From an optimization exercise on the open Yosys and OpenROAD flow, aimed at small area; shortcuts taken in it are not production practice. RTL that was checked went through simulation tests only; none was proved equivalent to the original. No functional check of the RTL was part of runs 3 and 4.

==> flow/design.v <==
module SubRipple #(parameter W = 9)(
    input  wire [W-1:0] a,
    input  wire [W-1:0] b,
    output wire [W-1:0] d,
    output wire         ge
);
    wire [W:0] c;
    assign c[0] = 1'b1;
    genvar i;
    generate
        for (i = 0; i < W; i = i + 1) begin : g
            wire nb = ~b[i];
            assign d[i] = a[i] ^ nb ^ c[i];
            assign c[i+1] = (a[i] & nb) | (c[i] & (a[i] | nb));
        end
    endgenerate
    assign ge = c[W];
endmodule
module Decode_1xEP(
    input  wire [8:0]  m_range,
    input  wire [16:0] e,
    output wire        bin_out,
    output wire [15:0] v
);
    wire [9:0] br;
    assign br[0] = 1'b0;
    genvar i;
    generate
        for (i = 0; i < 9; i = i + 1) begin : g
            assign br[i+1] = (~e[7+i] & m_range[i]) | (~(e[7+i] ^ m_range[i]) & br[i]);
        end
    endgenerate
    assign bin_out = e[16] | ~br[9];
    assign v = {e[15:7] ^ ({9{bin_out}} & (m_range ^ br[8:0])), e[6:0]};
endmodule
module AddRipple #(parameter W = 4)(
    input  wire [W-1:0] a,
    input  wire [W-1:0] b,
    input  wire         ci,
    output wire [W-1:0] s,
    output wire         co
);
    wire [W:0] c;
    assign c[0] = ci;
    genvar i;
    generate
        for (i = 0; i < W; i = i + 1) begin : g
            assign s[i] = a[i] ^ b[i] ^ c[i];
            assign c[i+1] = (a[i] & b[i]) | (c[i] & (a[i] | b[i]));
        end
    endgenerate
    assign co = c[W];
endmodule
module Decoder #(parameter BIN_WIDTH = 4)(
    input clk,
    input reset,
    input bypass,
    input [7:0] pState_in,
    input [1:0] n_bin,
    input [15:0] m_value_binRE_in,
    input [16:0] m_value_binEP0_in,
    input [16:0] m_value_binEP1_in,
    input [16:0] m_value_binEP2_in,
    input [16:0] m_value_binEP3_in,
    output wire [BIN_WIDTH - 1:0] bin,
    output wire [15:0] m_value_binRE_out,
    output wire [16:0] m_value_binEP0_out,
    output wire [16:0] m_value_binEP1_out,
    output wire [16:0] m_value_binEP2_out,
    output wire [16:0] m_value_binEP3_out,
    output wire [2:0] numBits,
    output wire mps_renorm,
    output wire lps
);
    reg [8:0] m_range;
    function CarryTree8(input [7:0] g, input [7:0] p);
        reg [3:0] g1, p1;
        reg [1:0] g2, p2;
        integer k;
        begin
            for (k = 0; k < 4; k = k + 1) begin
                g1[k] = g[2*k+1] | (p[2*k+1] & g[2*k]);
                p1[k] = p[2*k+1] & p[2*k];
            end
            for (k = 0; k < 2; k = k + 1) begin
                g2[k] = g1[2*k+1] | (p1[2*k+1] & g1[2*k]);
                p2[k] = p1[2*k+1] & p1[2*k];
            end
            CarryTree8 = g2[1] | (p2[1] & g2[0]);
        end
    endfunction
    reg [15:0] m_value;
    wire b0, b1, b2, b3;
    wire [15:0] v0, v1, v2, v3;
    Decode_1xEP ep0 (.m_range(m_range), .e(m_value_binEP0_in), .bin_out(b0), .v(v0));
    Decode_1xEP ep1 (.m_range(m_range), .e(m_value_binEP1_in), .bin_out(b1), .v(v1));
    Decode_1xEP ep2 (.m_range(m_range), .e(m_value_binEP2_in), .bin_out(b2), .v(v2));
    Decode_1xEP ep3 (.m_range(m_range), .e(m_value_binEP3_in), .bin_out(b3), .v(v3));
    assign m_value_binEP0_out = {m_value, 1'b0};
    assign m_value_binEP1_out = {v0, 1'b0};
    assign m_value_binEP2_out = {v1, 1'b0};
    assign m_value_binEP3_out = {v2, 1'b0};
    wire sel0 = bypass & ~n_bin[1] & ~n_bin[0];
    wire sel1 = bypass & ~n_bin[1] &  n_bin[0];
    wire sel2 = bypass &  n_bin[1] & ~n_bin[0];
    wire sel3 = bypass &  n_bin[1] &  n_bin[0];
    wire [15:0] v_next = ({16{sel0}} & v0) | ({16{sel1}} & v1) | ({16{sel2}} & v2) |
                         ({16{sel3}} & v3) | ({16{~bypass}} & m_value_binRE_in);
    wire [3:0] bin_ep = {sel3 & b3, (sel2 | sel3) & b2, ~sel0 & b1, b0};
    wire [4:0] q = pState_in[6:2] ^ {5{pState_in[7]}};
    wire [3:0] r = m_range[8:5];
    wire [5:0] r3;  
    AddRipple #(5) a0 (.a({1'b0, r}), .b({r, 1'b0}), .ci(1'b0), .s(r3[4:0]), .co(r3[5]));
    wire [3:0] d0 = {q[1] & q[0], q[1] & ~q[0], ~q[1] & q[0], ~q[1] & ~q[0]};
    wire [3:0] d1 = {q[3] & q[2], q[3] & ~q[2], ~q[3] & q[2], ~q[3] & ~q[2]};
    wire [5:0] t0 = ({6{d0[1]}} & {2'b00, r}) | ({6{d0[2]}} & {1'b0, r, 1'b0}) | ({6{d0[3]}} & r3);
    wire [5:0] t1 = ({6{d1[1]}} & {2'b00, r}) | ({6{d1[2]}} & {1'b0, r, 1'b0}) | ({6{d1[3]}} & r3);
    wire [3:0] t2 = {4{q[4]}} & r;
    wire [5:0] x = t1;                                
    wire [5:0] y = {t2, 2'b00};                       
    wire [3:0] z = t0[5:2];                           
    wire [6:0] cs_s; wire [6:0] cs_c;
    assign cs_s[0] = x[0] ^ z[0];  assign cs_c[0] = x[0] & z[0];
    assign cs_s[1] = ~(x[1] ^ z[1]); assign cs_c[1] = x[1] | z[1];
    assign cs_s[2] = x[2] ^ y[2] ^ z[2]; assign cs_c[2] = (x[2] & y[2]) | (z[2] & (x[2] | y[2]));
    assign cs_s[3] = x[3] ^ y[3] ^ z[3]; assign cs_c[3] = (x[3] & y[3]) | (z[3] & (x[3] | y[3]));
    assign cs_s[4] = x[4] ^ y[4]; assign cs_c[4] = x[4] & y[4];
    assign cs_s[5] = x[5] ^ y[5]; assign cs_c[5] = x[5] & y[5];
    assign cs_s[6] = 1'b0; assign cs_c[6] = 1'b0;
    wire [6:0] fs;
    wire [5:0] fa_a = cs_s[6:1], fa_b = cs_c[5:0];
    wire [5:0] fg = fa_a & fa_b, fp = fa_a ^ fa_b;
    wire g10 = fg[1] | (fp[1] & fg[0]);
    wire g32 = fg[3] | (fp[3] & fg[2]), p32 = fp[3] & fp[2];
    wire g54 = fg[5] | (fp[5] & fg[4]);
    wire g20 = fg[2] | (fp[2] & g10);
    wire g30 = g32 | (p32 & g10);
    wire g40 = fg[4] | (fp[4] & g30);
    assign fs[1] = fp[0];
    assign fs[2] = fp[1] ^ fg[0];
    assign fs[3] = fp[2] ^ g10;
    assign fs[4] = fp[3] ^ g20;
    assign fs[5] = fp[4] ^ g30;
    assign fs[6] = fp[5] ^ g40;
    assign fs[0] = cs_s[0];
    wire [7:0] lpsr = {fs[6:0], t0[1]};
    wire [8:0] rl; wire rl_ge;
    wire rl_ge_ripple;
    SubRipple #(9) srl (.a(m_range), .b({1'b0, lpsr}), .d(rl), .ge(rl_ge_ripple));
    wire [8:0] a_lo; wire a_ge;
    SubRipple #(9) sva (.a(m_value[15:7]), .b(m_range), .d(a_lo), .ge(a_ge));
    wire [7:0] tg = a_lo[7:0] & lpsr, tp = a_lo[7:0] ^ lpsr;
    wire [7:0] tc;   
    assign tc[0] = tg[0];
    assign tc[1] = tg[1] | (tp[1] & tg[0]);
    wire tg32 = tg[3] | (tp[3] & tg[2]), tp32 = tp[3] & tp[2];
    wire tg54 = tg[5] | (tp[5] & tg[4]), tp54 = tp[5] & tp[4];
    wire tg76 = tg[7] | (tp[7] & tg[6]), tp76 = tp[7] & tp[6];
    assign tc[2] = tg[2] | (tp[2] & tc[1]);
    assign tc[3] = tg32 | (tp32 & tc[1]);
    wire tg64 = tg[6] | (tp[6] & tg54), tp64 = tp[6] & tp54;
    wire tg74 = tg76 | (tp76 & tg54), tp74 = tp76 & tp54;
    assign tc[4] = tg[4] | (tp[4] & tc[3]);
    assign tc[5] = tg54 | (tp54 & tc[3]);
    assign tc[6] = tg64 | (tp64 & tc[3]);
    assign tc[7] = tg74 | (tp74 & tc[3]);
    wire [7:0] t_lo = tp ^ {tc[6:0], 1'b0};
    wire t_c8 = CarryTree8(a_lo[7:0] & lpsr, a_lo[7:0] | lpsr);
    wire rl_ge8 = CarryTree8(m_range[7:0] & ~lpsr, m_range[7:0] | ~lpsr) | &(m_range[7:0] | ~lpsr);
    assign rl_ge = m_range[8] | rl_ge8;
    wire t8 = a_lo[8] ^ t_c8;
    wire c9 = a_lo[8] & t_c8;
    wire t9 = ~a_ge ^ c9;             
    wire t10 = ~a_ge & ~c9;           
    wire [8:0] vd = {t8, t_lo};
    wire is_lps = ~t10 & (rl_ge | t9);
    wire lz2 = ~|lpsr[7:4];
    wire lz1 = (lpsr[7:5] == 3'b001) | (lpsr[7:4] == 4'b0001);
    wire lz0 = (lpsr[7:6] == 2'b01) | (lpsr[7:4] == 4'b0001) | (lpsr[7:2] == 6'b000001);
    wire [7:0] l1 = lz2 ? {lpsr[3:0], 4'b0000} : lpsr;
    wire [7:0] l2 = lz1 ? {l1[5:0], 2'b00} : l1;
    wire [6:0] l3 = lz0 ? l2[5:0] << 1 : l2[6:0];
    wire [2:0] nb = {lz2, lz1, lz0} + 3'd1;
    assign lps = is_lps;
    assign mps_renorm = is_lps | rl[8];
    assign numBits = is_lps ? nb : 3'd1;
    wire [15:0] sh0 = {vd[7:0], m_value[6:0], 1'b0};
    wire [15:0] sh1 = lz2 ? {sh0[11:0], 4'b0000} : sh0;
    wire [15:0] sh2 = lz1 ? {sh1[13:0], 2'b00} : sh1;
    wire [15:0] re_lps = lz0 ? {sh2[14:0], 1'b0} : sh2;
    wire [15:0] re_mps = rl[8] ? m_value : {m_value[14:0], 1'b0};
    assign m_value_binRE_out = is_lps ? re_lps : re_mps;
    wire [8:0] rng_lps = {1'b1, l3, 1'b0};
    wire [8:0] rng_mps = rl[8] ? rl : {rl[7:0], 1'b0};
    wire [8:0] rng_re = is_lps ? rng_lps : rng_mps;
    wire [3:0] bin_re = is_lps ? {3'b111, ~pState_in[7]} : {3'b000, pState_in[7]};
    assign bin = bypass ? bin_ep : bin_re;
    always @(posedge clk or posedge reset) begin
        if (reset) begin
            m_range <= 9'd510;
            m_value <= 16'd36049;
        end else begin
            m_value <= v_next;
            if (!bypass)
                m_range <= rng_re;
        end
    end
endmodule
==> flow/flow/run.sh <==
#!/bin/bash
# Standard ORFS layout with two changes:
#  1. after the standard synthesis, the combinational logic of its netlist is re-mapped by
#     ABC with area-oriented scripts, a few rounds, keeping the result whose area after an
#     unplaced timing repair (flow/a1.tcl) is smallest; the flip-flops are kept exactly as
#     the standard synthesis made them;
#  2. the port buffers use the smallest buffer cell, constant outputs share one tie cell and
#     the clock tree gets no dummy loads.
set -euo pipefail
HERE=$(pwd)
R=$HERE/orfs/results/sky130hd/Decoder/base
LIB=$FLOW_HOME/platforms/sky130hd/lib/sky130_fd_sc_hd__tt_025C_1v80.lib
DU=""
for c in probe_p_8 probec_p_8 lpflow_bleeder_1 lpflow_clkbufkapwr_1 lpflow_clkbufkapwr_16 \
  lpflow_clkbufkapwr_2 lpflow_clkbufkapwr_4 lpflow_clkbufkapwr_8 lpflow_clkinvkapwr_1 \
  lpflow_clkinvkapwr_16 lpflow_clkinvkapwr_2 lpflow_clkinvkapwr_4 lpflow_clkinvkapwr_8 \
  lpflow_inputiso0n_1 lpflow_inputiso0p_1 lpflow_inputiso1n_1 lpflow_inputiso1p_1 \
  lpflow_isobufsrc_1 lpflow_isobufsrc_16 lpflow_isobufsrc_2 lpflow_isobufsrc_4 \
  lpflow_isobufsrc_8 lpflow_isobufsrckapwr_16; do
  DU="$DU -dont_use sky130_fd_sc_hd__$c"
done

bash standard.sh synth > synth.log 2>&1
cp $R/1_2_yosys.v $HERE/std_synth.v

# one round: re-map the combinational logic of $1 with ABC script $3 into $2
remap() {
  yosys -l $2.log -p "
read_liberty -ignore_miss_func -overwrite -setattr liberty_cell $LIB
blackbox sky130_fd_sc_hd__df*
read_verilog -overwrite $1
hierarchy -top Decoder
flatten
opt_clean
abc -liberty $LIB $DU -script $3
opt_clean -purge
read_liberty -lib -overwrite $LIB
tee -o $2.stat stat -liberty $LIB
write_verilog -noattr -nohex -nodec $2
" > /dev/null
  awk '/Chip area/{print $NF}' $2.stat
}

a1() {
  A1_NETLIST=$1 A1_SDC=$HERE/constraint.sdc openroad -no_init -exit $HERE/flow/a1.tcl > $1.a1.log 2>&1
  awk '/^A1 /{print $2}' $1.a1.log
}

mkdir -p remap
cur=$HERE/std_synth.v
for round in 1 2 3 4 5; do
  round_best=""; round_area=1e9
  for s in s5 s9 s10; do
    out=$HERE/remap/r${round}_$s.v
    a=$(remap $cur $out $HERE/flow/$s.abc)
    c=$(a1 $out)
    echo "round $round $s area $a cost $c" >> remap/summary.txt
    if awk "BEGIN{exit !($a < $round_area)}"; then round_area=$a; round_best=$out; fi
  done
  cur=$round_best
done
best=$(awk '{print $7, $2, $3}' remap/summary.txt | sort -g | head -1 | awk -v d=$HERE/remap '{print d "/r" $2 "_" $3 ".v"}')
echo "best $best $(awk '{print $7}' remap/summary.txt | sort -g | head -1)" >> remap/summary.txt

yosys -l $HERE/finalize.log -p "
read_liberty -lib -overwrite $LIB
read_verilog $best
hierarchy -top Decoder
hilomap -singleton -hicell sky130_fd_sc_hd__conb_1 HI -locell sky130_fd_sc_hd__conb_1 LO
insbuf -buf sky130_fd_sc_hd__buf_1 A X
splitnets
opt_clean -purge
check -assert -mapped
stat -liberty $LIB
write_verilog -noattr -nohex -nodec $HERE/resyn.v
" > /dev/null

cp $HERE/resyn.v $R/1_2_yosys.v
rm -f $R/1_synth.odb $R/1_synth.sdc

export BUFFER_PORTS_ARGS="-buffer_cell sky130_fd_sc_hd__buf_1"
export SKIP_REPAIR_TIE_FANOUT=1
export RECOVER_POWER=100
# clock tree without dummy loads
export CTS_ARGS="-sink_clustering_enable -repair_clock_nets -dont_use_dummy_load"
bash standard.sh > standard.log 2>&1
==> flow/flow/a1.tcl <==
set P $::env(FLOW_HOME)/platforms/sky130hd
read_lef $P/lef/sky130_fd_sc_hd.tlef
read_lef $P/lef/sky130_fd_sc_hd_merged.lef
read_liberty $P/lib/sky130_fd_sc_hd__tt_025C_1v80.lib
read_verilog $::env(A1_NETLIST)
link_design Decoder
read_sdc $::env(A1_SDC)
source $P/setRC.tcl
set_driving_cell -lib_cell sky130_fd_sc_hd__buf_1 [delete_from_list [all_inputs] [get_ports clk]]
set_dont_use {sky130_fd_sc_hd__probe_p_8 sky130_fd_sc_hd__probec_p_8 sky130_fd_sc_hd__lpflow_*}
repair_design
repair_timing -setup -setup_margin 1.0
puts "A1 [format %.2f [expr [rsz::design_area] * 1e12]]"
==> flow/flow/s10.abc <==
strash
dc2
dch -f
amap -F 10 -A 50 -C 5000
topo
==> flow/flow/s5.abc <==
strash
balance
 rewrite
 refactor
 balance
 rewrite
 rewrite -z
 balance
 refactor -z
 rewrite -z
 balance
dch -f
amap
topo
==> flow/flow/s9.abc <==
strash
balance
 rewrite
 refactor
 balance
 rewrite
 rewrite -z
 balance
 refactor -z
 rewrite -z
 balance
balance
 rewrite
 refactor
 balance
 rewrite
 rewrite -z
 balance
 refactor -z
 rewrite -z
 balance
balance
 rewrite
 refactor
 balance
 rewrite
 rewrite -z
 balance
 refactor -z
 rewrite -z
 balance
dch -f
amap
topo
==> flow/standard.sh <==
#!/bin/bash
# synth_recipe.tcl (not shown) runs the flow's synth.tcl, then flattens the netlist and writes it again
# the make line also repeats each setting of config.mk as NAME=value (left out here)
make -C /OpenROAD-flow-scripts/flow DESIGN_CONFIG=/design/flow/config.mk WORK_HOME=/design/flow/orfs CLKGATE_MAP_FILE= SYNTH_SCRIPT=/design/flow/synth_recipe.tcl "${@:-finish}"
==> flow/config.mk <==
export PLATFORM = sky130hd
export DESIGN_NAME = Decoder
export DESIGN_NICKNAME = Decoder
export VERILOG_FILES = /design/flow/design.v
export SDC_FILE = /design/flow/constraint.sdc
export NUM_CORES = 4
export LEC_CHECK = 0
export ABC_AREA = 1
export CAP_MARGIN = 20
export CORE_MARGIN = 2
export CORE_UTILIZATION = 50
export SLEW_MARGIN = 20
==> flow/constraint.sdc <==
create_clock -name core_clock -period 10.0 [get_ports {clk}]
set_input_delay 2.0000 -clock core_clock [delete_from_list [all_inputs] [get_ports {clk}]]
set_output_delay 2.0000 -clock core_clock [all_outputs]
set_load 0.01 [all_outputs]
==> results of run 1 <==
==> critical path: cells and delay by family <==
kind | cells | cell delay (ps)
AOI/OAI and AO/OA | 14 | 3050
buffers and inverters | 7 | 1530
and+or+nand+nor | 6 | 680
==> how the worst min path moves through the flow <==
| stage | from | end | slack (ps) | cells after the start |
|---|---|---|---|---|
| after floorplan | m_range[4] | m_range[4] | 600 | 2 |
| after global placement | m_range[0] | m_range[0] | 660 | 3 |
| after detailed placement | m_range[0] | m_range[0] | 660 | 3 |
| after CTS | m_range[0] | m_range[0] | 680 | 3 |
| after global routing | m_range[0] | m_range[0] | 730 | 3 |
| final | m_range[0] | m_range[0] | 680 | 3 |
==> metrics by stage <==
step	instance area, um^2	cells
final	5066	1027
after floorplan	4212	757
after detailed placement	5046	1023
after global placement	5041	1023
after global routing	5066	1027
after CTS	5087	1026
==> layout by cell type, fill, tap and decap left out, types with 3 or more instances in the layout <==
cell type and n:
a211oi_1 15, a21oi_1 80, a222oi_1 22, a311oi_1 5, a31oi_1 3, and2_0 3
buf_1 181, buf_4 13, clkbuf_1 7, clkbuf_8 3, clkinv_1 60, dfrtp_1 10
dfstp_1 7, dfstp_2 8, nand2_1 80, nand3_1 10, nor2_1 204, nor2b_1 16
nor3_1 32, o21ai_0 59, o221ai_1 6, o22a_1 4, o22ai_1 63, o32ai_1 7
==> routing by layer <==
layer	part of all wire (%)	track usage (%)	up-vias
met2	47	53.26	342
met5	0	0	-
met1	42	44.13	2752
met3	9.0	2.506	31
li1	-	-	3069
met4	2.2	10.12	0
==> layout make-up <==
cell class,count,share of cell area (%)
Tap cell,105,2.593
Sequential cell,25,12.72
Timing Repair Buffer,203,16.35
Inverter,60,4.446
Clock buffer,3,0.8150
Multi-Input combinational cell,631,63.08
==> sequential cells by signal (all words and copies together), names as in the netlist <==
signal and count:
m_value 16, m_range 9
==> key figures, run 1 <==
Clocking
  – Post-CTS resize count: 0
  – Hold-fix buffers at CTS: 0
  – Clock Tree Buf Depth: 2
  – H-tree lvl count: 1
  – Sink Count: 25
  – CTS clk-pin slew, worst paths: 90 ps
  – Clock tree from TritonCTS: built
  – Setup Fix Bufs, Post-CTS: 0
  – Root buf cell: clkbuf_8
  – Clock Latency Late Sink: 270 ps
  – Total CTS buffers: 3

Global route
  – Initial antenna violation count: 0
  – Grt ovf: 0
  – Vias in the first global route: 5114
  – GRT Util Overall: 32.03%
  – First-pass GRT wire length: 23520 um
  – Largest net degree at the start of global routing: 26

Final layout
  – FILL cells: 855
  – Ant. Diodes: 0
  – Area occupied by multi-input gates: 3196 um^2
  – Nets: 1021
  – Seq. cell area: 644.4 um^2
  – Layout area overhead: 20.29%
  – Final core occ: 61.97%
  – Share of post-route cells with drive strength above 1: 3.037%

Placement
  – Post-detail-place hpwl: 12330 um
  – # port buffers: 183
  – GPL Wtd Cong: 0.9421
  – Place WS: 667.7 ps

Logic synthesis
  – Post-synthesis cell area: 4212 um^2
  – Synth warnings: 1
  – Post-Synthesis Cells: 757
  – Syn_nets: 854
  – Mean area per synthesized cell: 5.563 um^2

Worst setup path
  – CP Capture Type: output port
  – Worst-case reg-to-reg path depth: 29
  – Cell mode on critical path: o21ai_0
  – Worst Path Max Fanout: 16
  – CP startpoint kind: input port
  – Worst path slowest cell: a21oi_1
  – Reg2reg start: m_range[7]
  – R2R Setup Slk: 3700 ps
  – FF-to-FF End: m_range[6]
  – Setup CP Type: in -> out
  – Max incr delay on CP: 340 ps
  – Worst Setup SP: pState_in[7]
  – Worst setup path endpoint: m_value_binRE_out[2]
  – Req. time, crit path: 8000 ps
  – WP data arrival: 7270 ps

STA
  – Hold Violations, Final: 0
  – Worst Tran Pin Value: 1824 ps
  – Worst Skew: 16.44 ps
  – Crit share post-route: 92.67%
  – Setup ws final: 733.2 ps
  – Min Tclk post-route: 9267 ps
  – RSZ-0062 raised after global routing: false
  – TNS Setup: 0 ps
  – Final setup vio count: 0
  – Max Fclk: 0.1079 GHz
  – Pins Over Slew Limit: 17
  – Hold_ws: 679.5 ps
  – Max-slew headroom: -22.57%

Routing
  – TritonRoute pass-1 iters: 7
  – Vias: 6194
  – DRT Wirelength: 15530 um
  – Vias per cell: 6.031
  – Antenna Nets Post-Route: 0
  – First DRT Iteration DRCs: 463
  – Residual DRC: 0
  – Routed len/inst: 15.12 um

Floorplanning
  – IO Count: 190
  – Core Region: 8175 um^2
  – Die Height: 95.78 um
  – Die width: 95.78 um
  – Effective utilization at floorplan: 51.52%
  – Std-Cell Rows: 33
  – Die area: 9173 um^2

Flow run
  – Max Cap Viol: 1

Status
  – Layout Check Fails: capacitance limit, slew limit
  – Status: complete, but fails checks

Worst hold path
  – Worst min path class: reg -> reg
==> run 2: changes to the inputs <==
--- a/flow/flow/run.sh
+++ b/flow/flow/run.sh
@@ -48,9 +48,9 @@
 
 mkdir -p remap
 cur=$HERE/std_synth.v
-for round in 1 2 3 4 5; do
+for round in 1 2 3 4 5 6 7 8; do
   round_best=""; round_area=1e9
-  for s in s5 s9 s10; do
+  for s in s5 s9 s10 s13 s14; do
     out=$HERE/remap/r${round}_$s.v
     a=$(remap $cur $out $HERE/flow/$s.abc)
     c=$(a1 $out)
@@ -80,7 +80,6 @@
 
 export BUFFER_PORTS_ARGS="-buffer_cell sky130_fd_sc_hd__buf_1"
 export SKIP_REPAIR_TIE_FANOUT=1
-export RECOVER_POWER=100
 # clock tree without dummy loads
 export CTS_ARGS="-sink_clustering_enable -repair_clock_nets -dont_use_dummy_load"
 bash standard.sh > standard.log 2>&1
==> flow/flow/s13.abc (new file) <==
strash
dc2
dch -f
amap
topo
==> flow/flow/s14.abc (new file) <==
strash
balance
 rewrite
 refactor
 balance
 rewrite
 rewrite -z
 balance
 refactor -z
 rewrite -z
 balance
dc2
dch -f
amap -F 20 -A 100 -C 10000
topo
--- a/flow/config.mk
+++ b/flow/config.mk
@@ -6,7 +6,7 @@
 export NUM_CORES = 4
 export LEC_CHECK = 0
 export ABC_AREA = 1
-export CAP_MARGIN = 20
+export CAP_MARGIN = 0
 export CORE_MARGIN = 2
 export CORE_UTILIZATION = 50
-export SLEW_MARGIN = 20
+export SLEW_MARGIN = 0
==> run 2 against run 1 <==
The run now finishes clean. Non-clock buffer count up 9. Synthesized cell count decreased by 2.0%. Routed wire length increased by 4.5%. Area after synthesis fell by 0.12%. Sequential cell count did not move. Die area fell by 0.11%. Global-route usage grew 1.4 points. Critical path depth rose by 4. Core utilization increased by 1.1 points. Setup slack better by 92 ps.
==> key figures, run 2 <==
Worst setup path
  – Reg2reg start: m_range[6]
  – Max incr delay on CP: 350 ps
  – WP data arrival: 7180 ps
  – CP startpoint kind: input port
  – Worst Setup SP: pState_in[7]
  – Worst path slowest cell: nor4_1
  – Cell mode on critical path: nor2_1
  – Req. time, crit path: 8000 ps
  – Worst Path Max Fanout: 10
  – Setup CP Type: in -> out
  – CP Capture Type: output port

Final layout
  – Biggest regs: m_value (16), m_range (9)
  – Nets: 1015
  – Layout area overhead: 22.49%
  – Max reg flops: 16
  – Commonest non-fill, non-tap cell in the layout: buf_1
  – Seq. cell area: 644.4 um^2
  – Ant. Diodes: 0
  – Largest Register: m_value
  – FILL cells: 796
  – Area occupied by multi-input gates: 3219 um^2
  – Most frequent cells in the layout: 182 x buf_1, 180 x nor2_1, 89 x o21ai_0
  – Share of post-route cells with drive strength above 1: 5.677%

Routing
  – Vias per cell: 6.123
  – TritonRoute pass-1 iters: 7
  – First DRT Iteration DRCs: 553
  – DRT Wirelength: 16220 um
  – Routed len/inst: 15.88 um
  – Residual DRC: 0
  – Antenna Nets Post-Route: 0
  – Vias: 6252

STA
  – Max-slew headroom: 15.21%
  – RSZ-0062 raised after global routing: false
  – Crit share post-route: 91.75%
  – Hold Violations, Final: 0
  – Min Tclk post-route: 9175 ps
  – Worst Skew: 3.538 ps
  – Final setup vio count: 0
  – Pins Over Slew Limit: 0
  – TNS Setup: 0 ps
  – Max Fclk: 0.1090 GHz
  – Worst Tran Pin Value: 1264 ps

Clocking
  – CTS clk-pin slew, worst paths: 90 ps
  – Sink Count: 25
  – Root buf cell: clkbuf_8
  – H-tree lvl count: 1
  – Total CTS buffers: 3
  – Clock Tree Buf Depth: 2
  – Clock Latency Late Sink: 270 ps
  – Clock tree from TritonCTS: built

Floorplanning
  – Die Height: 95.72 um
  – Die width: 95.72 um
  – Effective utilization at floorplan: 51.45%
  – Die area: 9162 um^2
  – IO Count: 190
  – Std-Cell Rows: 33
  – Core Region: 8175 um^2

Global route
  – Grt ovf: 0
  – GRT Util Overall: 33.44%
  – Initial antenna violation count: 0
  – Largest net degree at the start of global routing: 34
  – First-pass GRT wire length: 24560 um
  – Vias in the first global route: 5214

Flow run
  – Max Cap Viol: 0

Logic synthesis
  – Mean area per synthesized cell: 5.669 um^2
  – Post-synthesis cell area: 4207 um^2
  – Syn_nets: 839
  – Post-Synthesis Cells: 742
  – Synth warnings: 1

Worst hold path
  – Worst min path class: reg -> reg
  – Hold path start: m_range[4]

Placement
  – # port buffers: 183
  – Post-detail-place hpwl: 12640 um
  – GPL Wtd Cong: 0.9401

Status
  – Status: complete, no violations
[run 2: cell types whose count changed in the layout (fill, tap and decap cells not counted), sizes merged, moves of 11 or more]
cell / change
a211oi: +13
nor2: -25
o22ai: -20
buf: +15
a22oi: +11
nor3: -17
o21ai: +31
[run 2: cell type report]
cell class / count / area share (%)
clock buffers: 3 / 0.8014
multi-input cells: 620 / 62.48
flip-flops and latches: 25 / 12.51
inverters: 56 / 4.080
well taps: 105 / 2.550
repair buffers: 212 / 17.58
[run 2: worst paths after layout]
check | end | slack [ps] | cells after the start
max | m_value_binRE_out[11] | 820 | 31
min | m_range[4] | 690 | 2
max reg2reg | m_range[1] | 3660 | 30
min reg2reg | m_range[4] | 690 | 2
max in group asynchronous | m_value[9] | 7820 | 2
min in group asynchronous | m_value[1] | 1770 | 2
[run 2: timing repair]
item | 4_1_cts | 5_1_grt
hold buffers | 0 | 0
gates resized for setup | 0 | 5
endpoints found under the setup margin | 0 | 14
buffers inserted | 0 | 0
[run 2: worst max-delay path, delay by kind of cell]
kind                   cells  cell delay (ps)
AOI/OAI and AO/OA         12             2480
buffers and inverters      8             1420
and+or+nand+nor           11             1260
[run 2: metal layers]
layer | part of all wire, % | global-route usage (%)
met5 | 0 | 0
met1 | 42 | 47.27
met4 | 0.82 | 5.595
met2 | 47 | 56.29
met3 | 9.7 | 2.976
[run 2: stage by stage]
stage	utilization (%)	setup WS [ps]	instance area, um^2	hold WS, ps	cells
3_5_place_dp	62.37	521.0	5099	660.7	1018
4_1_cts	62.87	504.7	5140	681.4	1021
6_report	63.02	824.9	5152	691.4	1021
3_3_place_gp	62.37	702.5	5099	642.0	1018
5_1_grt	63.02	170.6	5152	717.1	1021
2_1_floorplan	-	1014	4207	584.6	742
==> run 3: changes to the inputs <==
--- a/flow/design.v
+++ b/flow/design.v
@@ -185,9 +185,11 @@
     assign mps_renorm = is_lps | rl[8];
     assign numBits = is_lps ? nb : 3'd1;
     wire [15:0] sh0 = {vd[7:0], m_value[6:0], 1'b0};
-    wire [15:0] sh1 = lz2 ? {sh0[11:0], 4'b0000} : sh0;
-    wire [15:0] sh2 = lz1 ? {sh1[13:0], 2'b00} : sh1;
-    wire [15:0] re_lps = lz0 ? {sh2[14:0], 1'b0} : sh2;
+    wire [5:0] oh = {lpsr[7:2] == 6'b000001, lpsr[7:3] == 5'b00001, lpsr[7:4] == 4'b0001,
+                     lpsr[7:5] == 3'b001, lpsr[7:6] == 2'b01, lpsr[7]};
+    wire [15:0] re_lps = ({16{oh[0]}} & sh0) | ({16{oh[1]}} & {sh0[14:0], 1'b0}) |
+                         ({16{oh[2]}} & {sh0[13:0], 2'b0}) | ({16{oh[3]}} & {sh0[12:0], 3'b0}) |
+                         ({16{oh[4]}} & {sh0[11:0], 4'b0}) | ({16{oh[5]}} & {sh0[10:0], 5'b0});
     wire [15:0] re_mps = rl[8] ? m_value : {m_value[14:0], 1'b0};
     assign m_value_binRE_out = is_lps ? re_lps : re_mps;
     wire [8:0] rng_lps = {1'b1, l3, 1'b0};
--- a/flow/flow/run.sh
+++ b/flow/flow/run.sh
@@ -48,9 +48,9 @@
 
 mkdir -p remap
 cur=$HERE/std_synth.v
-for round in 1 2 3 4 5 6 7 8; do
+for round in 1 2 3 4 5; do
   round_best=""; round_area=1e9
-  for s in s5 s9 s10 s13 s14; do
+  for s in s5 s9 s10; do
     out=$HERE/remap/r${round}_$s.v
     a=$(remap $cur $out $HERE/flow/$s.abc)
     c=$(a1 $out)
removed: flow/flow/s13.abc
removed: flow/flow/s14.abc
==> run 3 against run 2 <==
Count of clock-buffer cells in the layout did not move. Area after synthesis up 4.8%. Core utilization is 2.0 points lower. Maximum frequency shrank 1.2%. Largest cell class unchanged. Critical path depth grew 1. Critical endpoint unchanged. Cell count grew 4.5%. Highest routed layer unchanged. Setup slack got worse by 110 ps. Register-to-register slack better by 70 ps. Clock skew is 2.2 ps higher.
==> key figures, run 3 <==
Final layout
  – Max reg flops: 16
  – FILL cells: 884
  – Biggest regs: m_value (16), m_range (9)
  – Commonest non-fill, non-tap cell in the layout: nor2_1
  – Ant. Diodes: 0
  – Largest Register: m_value
  – Share of post-route cells with drive strength above 1: 4.067%
  – Area occupied by multi-input gates: 3357 um^2
  – Most frequent cells in the layout: 198 x nor2_1, 183 x buf_1, 95 x nand2_1
  – Layout area overhead: 19.44%
  – Design area: 5266 um^2
  – Non-filler instance count after layout: 1067
  – Nets: 1058
  – Seq. cell area: 644.4 um^2

Floorplanning
  – Die Height: 97.91 um
  – IO Count: 190
  – Std-Cell Rows: 34
  – Core Region: 8636 um^2
  – Die area: 9585 um^2
  – Die width: 97.91 um
  – Effective utilization at floorplan: 51.06%

Clocking
  – Root buf cell: clkbuf_8
  – Post-CTS resize count: 0
  – Sink Count: 25
  – Clock Latency Late Sink: 260 ps
  – H-tree lvl count: 1
  – Total CTS buffers: 3
  – CTS clk-pin slew, worst paths: 70 ps
  – Clock Tree Buf Depth: 2
  – Clock tree from TritonCTS: built
  – Hold-fix buffers at CTS: 0
  – Setup Fix Bufs, Post-CTS: 0

Placement
  – Place WS: 671.5 ps
  – Post-detail-place hpwl: 12830 um
  – Area after DPL: 5218 um^2
  – GPL Wtd Cong: 0.9747
  – Dpl cells: 1064
  – # port buffers: 183

STA
  – Min Tclk post-route: 9286 ps
  – Final setup vio count: 0
  – Hold Violations, Final: 0
  – Max Fclk: 0.1077 GHz
  – Worst Tran Pin Value: 1138 ps
  – TNS Setup: 0 ps
  – Worst Skew: 5.704 ps
  – Crit share post-route: 92.86%
  – Setup ws final: 713.8 ps
  – Max-slew headroom: 23.52%
  – Pins Over Slew Limit: 0

Flow run
  – Max Cap Viol: 0

Global route
  – Vias in the first global route: 5601
  – Largest net degree at the start of global routing: 30
  – Grt ovf: 0
  – First-pass GRT wire length: 25950 um
  – GRT Util Overall: 32.01%
  – Initial antenna violation count: 0

Logic synthesis
  – Post-Synthesis Cells: 796
  – Syn_nets: 893
  – Post-synthesis cell area: 4409 um^2
  – Mean area per synthesized cell: 5.539 um^2
  – Synth warnings: 1

Worst setup path
  – CP startpoint kind: input port
  – Reg2reg start: m_range[6]
  – Worst Path Max Fanout: 13
  – WP data arrival: 7290 ps
  – Cell mode on critical path: nor2_1
  – Setup CP Type: in -> out
  – CP Capture Type: output port
  – Max incr delay on CP: 440 ps
  – Worst Setup SP: pState_in[7]
  – Req. time, crit path: 8000 ps
  – Worst path slowest cell: nand2_1

Worst hold path
  – Worst min path class: reg -> reg
  – Hold path start: m_range[4]

Routing
  – TritonRoute pass-1 iters: 7
  – DRT Wirelength: 16330 um
  – Vias: 6514
  – Vias per cell: 6.105
  – Antenna Nets Post-Route: 0
  – Routed len/inst: 15.31 um
  – First DRT Iteration DRCs: 471
  – Residual DRC: 0

Status
  – Status: complete, no violations
==> run 3: final cells by class <==
cell class	count	share of cell area, %
flip-flops and latches	25	12.24
inverters	71	5.061
multi-input cells	659	63.74
clock buffers	3	0.7840
repair buffers	201	15.61
well taps	108	2.566
==> run 3: routing by layer <==
metal  part of all wire (%)  routed length, um  track usage (%)  vias up
met5                      0                  0                0        -
met4                    2.4                384            9.615        0
met3                     10               1641            2.649       49
met2                     45               7421            53.00      403
met1                     42               6885            44.54     2868
li1                       -                  -                -     3194
==> run 3: final timing paths <==
path	endpoint	slack, ps	cells past startpoint
min reg2reg	m_range[4]	690	2
max reg2reg	m_range[2]	3730	24
min	m_range[4]	690	2
min in group asynchronous	m_value[5]	1760	2
max in group asynchronous	m_value[13]	7850	2
max	m_value_binRE_out[11]	710	32
==> run 3: worst max-delay path, delay by kind of cell <==
kind	cells	cell delay, ps
AND/OR/NAND/NOR	13	1950
AO/OA/AOI/OAI	12	2040
buffers and inverters	7	1280
==> run 3: stage by stage <==
step	hold slack [ps]	util (%)
finish	693.3	60.98
global route	724.0	60.98
CTS	691.5	60.90
floorplan	568.2	-
detailed placement	670.1	60.42
global placement	658.5	60.42
==> run 4: changes to the inputs <==
--- a/flow/design.v
+++ b/flow/design.v
@@ -165,9 +165,10 @@
     assign tc[6] = tg64 | (tp64 & tc[3]);
     assign tc[7] = tg74 | (tp74 & tc[3]);
     wire [7:0] t_lo = tp ^ {tc[6:0], 1'b0};
-    wire t_c8 = CarryTree8(a_lo[7:0] & lpsr, a_lo[7:0] | lpsr);
+    wire t_c8 = tc[7];
     wire rl_ge8 = CarryTree8(m_range[7:0] & ~lpsr, m_range[7:0] | ~lpsr) | &(m_range[7:0] | ~lpsr);
     assign rl_ge = m_range[8] | rl_ge8;
+    wire rl8 = ~(m_range[8] ^ rl_ge8);
     wire t8 = a_lo[8] ^ t_c8;
     wire c9 = a_lo[8] & t_c8;
     wire t9 = ~a_ge ^ c9;             
@@ -182,7 +183,7 @@
     wire [6:0] l3 = lz0 ? l2[5:0] << 1 : l2[6:0];
     wire [2:0] nb = {lz2, lz1, lz0} + 3'd1;
     assign lps = is_lps;
-    assign mps_renorm = is_lps | rl[8];
+    assign mps_renorm = is_lps | rl8;
     assign numBits = is_lps ? nb : 3'd1;
     wire [15:0] sh0 = {vd[7:0], m_value[6:0], 1'b0};
     wire [5:0] oh = {lpsr[7:2] == 6'b000001, lpsr[7:3] == 5'b00001, lpsr[7:4] == 4'b0001,
@@ -190,10 +191,10 @@
     wire [15:0] re_lps = ({16{oh[0]}} & sh0) | ({16{oh[1]}} & {sh0[14:0], 1'b0}) |
                          ({16{oh[2]}} & {sh0[13:0], 2'b0}) | ({16{oh[3]}} & {sh0[12:0], 3'b0}) |
                          ({16{oh[4]}} & {sh0[11:0], 4'b0}) | ({16{oh[5]}} & {sh0[10:0], 5'b0});
-    wire [15:0] re_mps = rl[8] ? m_value : {m_value[14:0], 1'b0};
+    wire [15:0] re_mps = rl8 ? m_value : {m_value[14:0], 1'b0};
     assign m_value_binRE_out = is_lps ? re_lps : re_mps;
     wire [8:0] rng_lps = {1'b1, l3, 1'b0};
-    wire [8:0] rng_mps = rl[8] ? rl : {rl[7:0], 1'b0};
+    wire [8:0] rng_mps = rl8 ? {1'b1, rl[7:0]} : {rl[7:0], 1'b0};
     wire [8:0] rng_re = is_lps ? rng_lps : rng_mps;
     wire [3:0] bin_re = is_lps ? {3'b111, ~pState_in[7]} : {3'b000, pState_in[7]};
     assign bin = bypass ? bin_ep : bin_re;
==> run 4 against run 3 <==
Still clean on timing, DRC and antenna. Die area decreased by 1.1%. Sequential share of layout area grew 0.23 points. Sequential cell count did not move. Non-clock buffer count fell by 7. Critical endpoint is now m_value_binRE_out[15]. Largest cell class unchanged.
==> key figures, run 4 <==
Final layout
  – Commonest non-fill, non-tap cell in the layout: nor2_1
  – Most frequent cells in the layout: 206 x nor2_1, 183 x buf_1, 97 x nand2_1
  – Max reg flops: 16
  – Biggest regs: m_value (16), m_range (9)
  – Largest Register: m_value
  – Share of post-route cells with drive strength above 1: 3.564%
  – Nets: 1053
  – Ant. Diodes: 0
  – FILL cells: 904
  – Layout area overhead: 18.57%
  – Design area: 5169 um^2

Clocking
  – Clock Tree Buf Depth: 2
  – Root buf cell: clkbuf_8
  – H-tree lvl count: 1
  – Total CTS buffers: 3
  – Sink Count: 25
  – Clock Latency Late Sink: 270 ps
  – Clock tree from TritonCTS: built
  – Setup Fix Bufs, Post-CTS: 0
  – CTS clk-pin slew, worst paths: 80 ps

Routing
  – Residual DRC: 0
  – DRT Wirelength: 15860 um
  – Vias per cell: 6.038
  – First DRT Iteration DRCs: 590
  – TritonRoute pass-1 iters: 7
  – Routed len/inst: 14.93 um
  – Vias: 6412
  – Antenna Nets Post-Route: 0

Placement
  – # port buffers: 183
  – Place WS: 483.0 ps
  – GPL Wtd Cong: 0.9649
  – Area after DPL: 5115 um^2
  – Post-detail-place hpwl: 12390 um

Floorplanning
  – Std-Cell Rows: 34
  – Die area: 9481 um^2
  – Die width: 97.37 um
  – IO Count: 190
  – Effective utilization at floorplan: 50.73%
  – Core Region: 8593 um^2
  – Die Height: 97.37 um

Worst hold path
  – Worst min path class: reg -> reg

Worst setup path
  – Max incr delay on CP: 360 ps
  – Cell mode on critical path: o21ai_0
  – Setup CP Type: in -> out
  – CP startpoint kind: input port
  – Worst path slowest cell: nor2_2
  – CP Capture Type: output port
  – WP data arrival: 7320 ps
  – Worst Path Max Fanout: 12
  – Req. time, crit path: 8000 ps

STA
  – Hold Violations, Final: 0
  – Max Fclk: 0.1073 GHz
  – RSZ-0062 raised after global routing: false
  – Min Tclk post-route: 9319 ps
  – Worst Tran Pin Value: 1310 ps
  – Setup ws final: 680.6 ps
  – Pins Over Slew Limit: 0
  – Final setup vio count: 0
  – Max-slew headroom: 11.99%
  – TNS Setup: 0 ps
  – Worst Skew: 13.82 ps
  – Crit share post-route: 93.19%

Logic synthesis
  – Mean area per synthesized cell: 5.463 um^2
  – Synth warnings: 1
  – Post-synthesis cell area: 4359 um^2
  – Post-Synthesis Cells: 798
  – Syn_nets: 895

Global route
  – Largest net degree at the start of global routing: 31
  – Vias in the first global route: 5558
  – Initial antenna violation count: 0
  – GRT Util Overall: 31.64%
  – Grt ovf: 0
  – First-pass GRT wire length: 25760 um

Flow run
  – Max Cap Viol: 0

Status
  – Status: complete, no violations
run 4: changes by cell type in the layout (fill, tap and decap cells not counted), sizes merged, moves of 5 or more:
cell	delta
a21oi	+24
nor3	-14
buf	-7
a22oi	-5
nor2b	-17
a221oi	-7
nor2	+9
a32oi	-6
a211oi	+16
o21ai	-9
o221ai	-17
a222oi	+9
run 4: what timing repair did:
action / CTS / global route
setup endpoints to repair: 0 / 23
gates resized for setup: 0 / 6
hold buffers: 0 / 0
run 4: worst max-delay path, delay by kind of cell:
kind | cells | cell delay, ps
buffers and inverters | 7 | 1520
AOI/OAI and AO/OA | 10 | 2080
and+or+nand+nor | 9 | 1690
run 4: metal layers:
layer	global-route usage, %	up-vias	share of wire [%]
met3	2.590	25	7.6
li1	-	3177	-
met1	45.42	2914	45
met4	9.188	0	1.7
met5	0	-	0
met2	50.82	296	46
run 4: area by class of cell:
cell class	instances	area, um^2	area share (%)
Multi-Input combinational cell	660	3308	64.00
Timing Repair Buffer	194	769.5	14.89
Inverter	72	270.3	5.229
Tap cell	108	135.1	2.614
Clock buffer	3	41.29	0.7988
Sequential cell	25	644.4	12.47
run 4: path summary, 6_finish.rpt:
kind	startpoint	endpoint	slack, ps	cells past startpoint
max	pState_in[7]	m_value_binRE_out[15]	680	26
min	m_range[1]	m_range[1]	690	2
max reg2reg	m_range[6]	m_range[4]	3600	25
min reg2reg	m_range[1]	m_range[1]	690	2
max in group asynchronous	reset	m_value[13]	7820	2
min in group asynchronous	reset	m_value[5]	1760	2
run 4: through the flow:
stage	hold WS [ps]	std cells	util (%)
floorplan	582.2	798	-
global placement	673.5	1059	59.52
detailed placement	670.7	1059	59.52
CTS	688.4	1062	60.00
global route	736.9	1062	60.15
finish	688.7	1062	60.15

-- port drivers added, routing unchanged --
Ports are ideal in the flow. The routed layouts listed here were re-timed in OpenROAD.
Step 1: set_driving_cell puts a clkbuf_16 on clk and a buf_2 on each other input, an assumption about the parent block.
Step 2 moves the port delays by t, midway between the first and last clock arrival at a register: inputs arrive t later, outputs are due t later. That takes back most of the time a late clock gives input paths.
Three values: no drivers, after step 1, after step 2; two values: the first two.
run | shift t [ns] | slack for setup (ns) | hold WS [ns]
run 1 | 0.288 | 0.733 / 0.711 / 0.711 | 0.680 / 0.680 / 0.680
run 2 | 0.303 | 0.825 / 0.803 / 0.803 | 0.691 / 0.691 / 0.691
run 3 | 0.286 | 0.714 / 0.693 / 0.693 | 0.693 / 0.693 / 0.693
run 4 | 0.292 | 0.681 / 0.658 / 0.658 | 0.689 / 0.689 / 0.689
The setup slack of run 4, which loses most, moves by -0.023 ns with the drivers and by -0.023 ns with both steps.
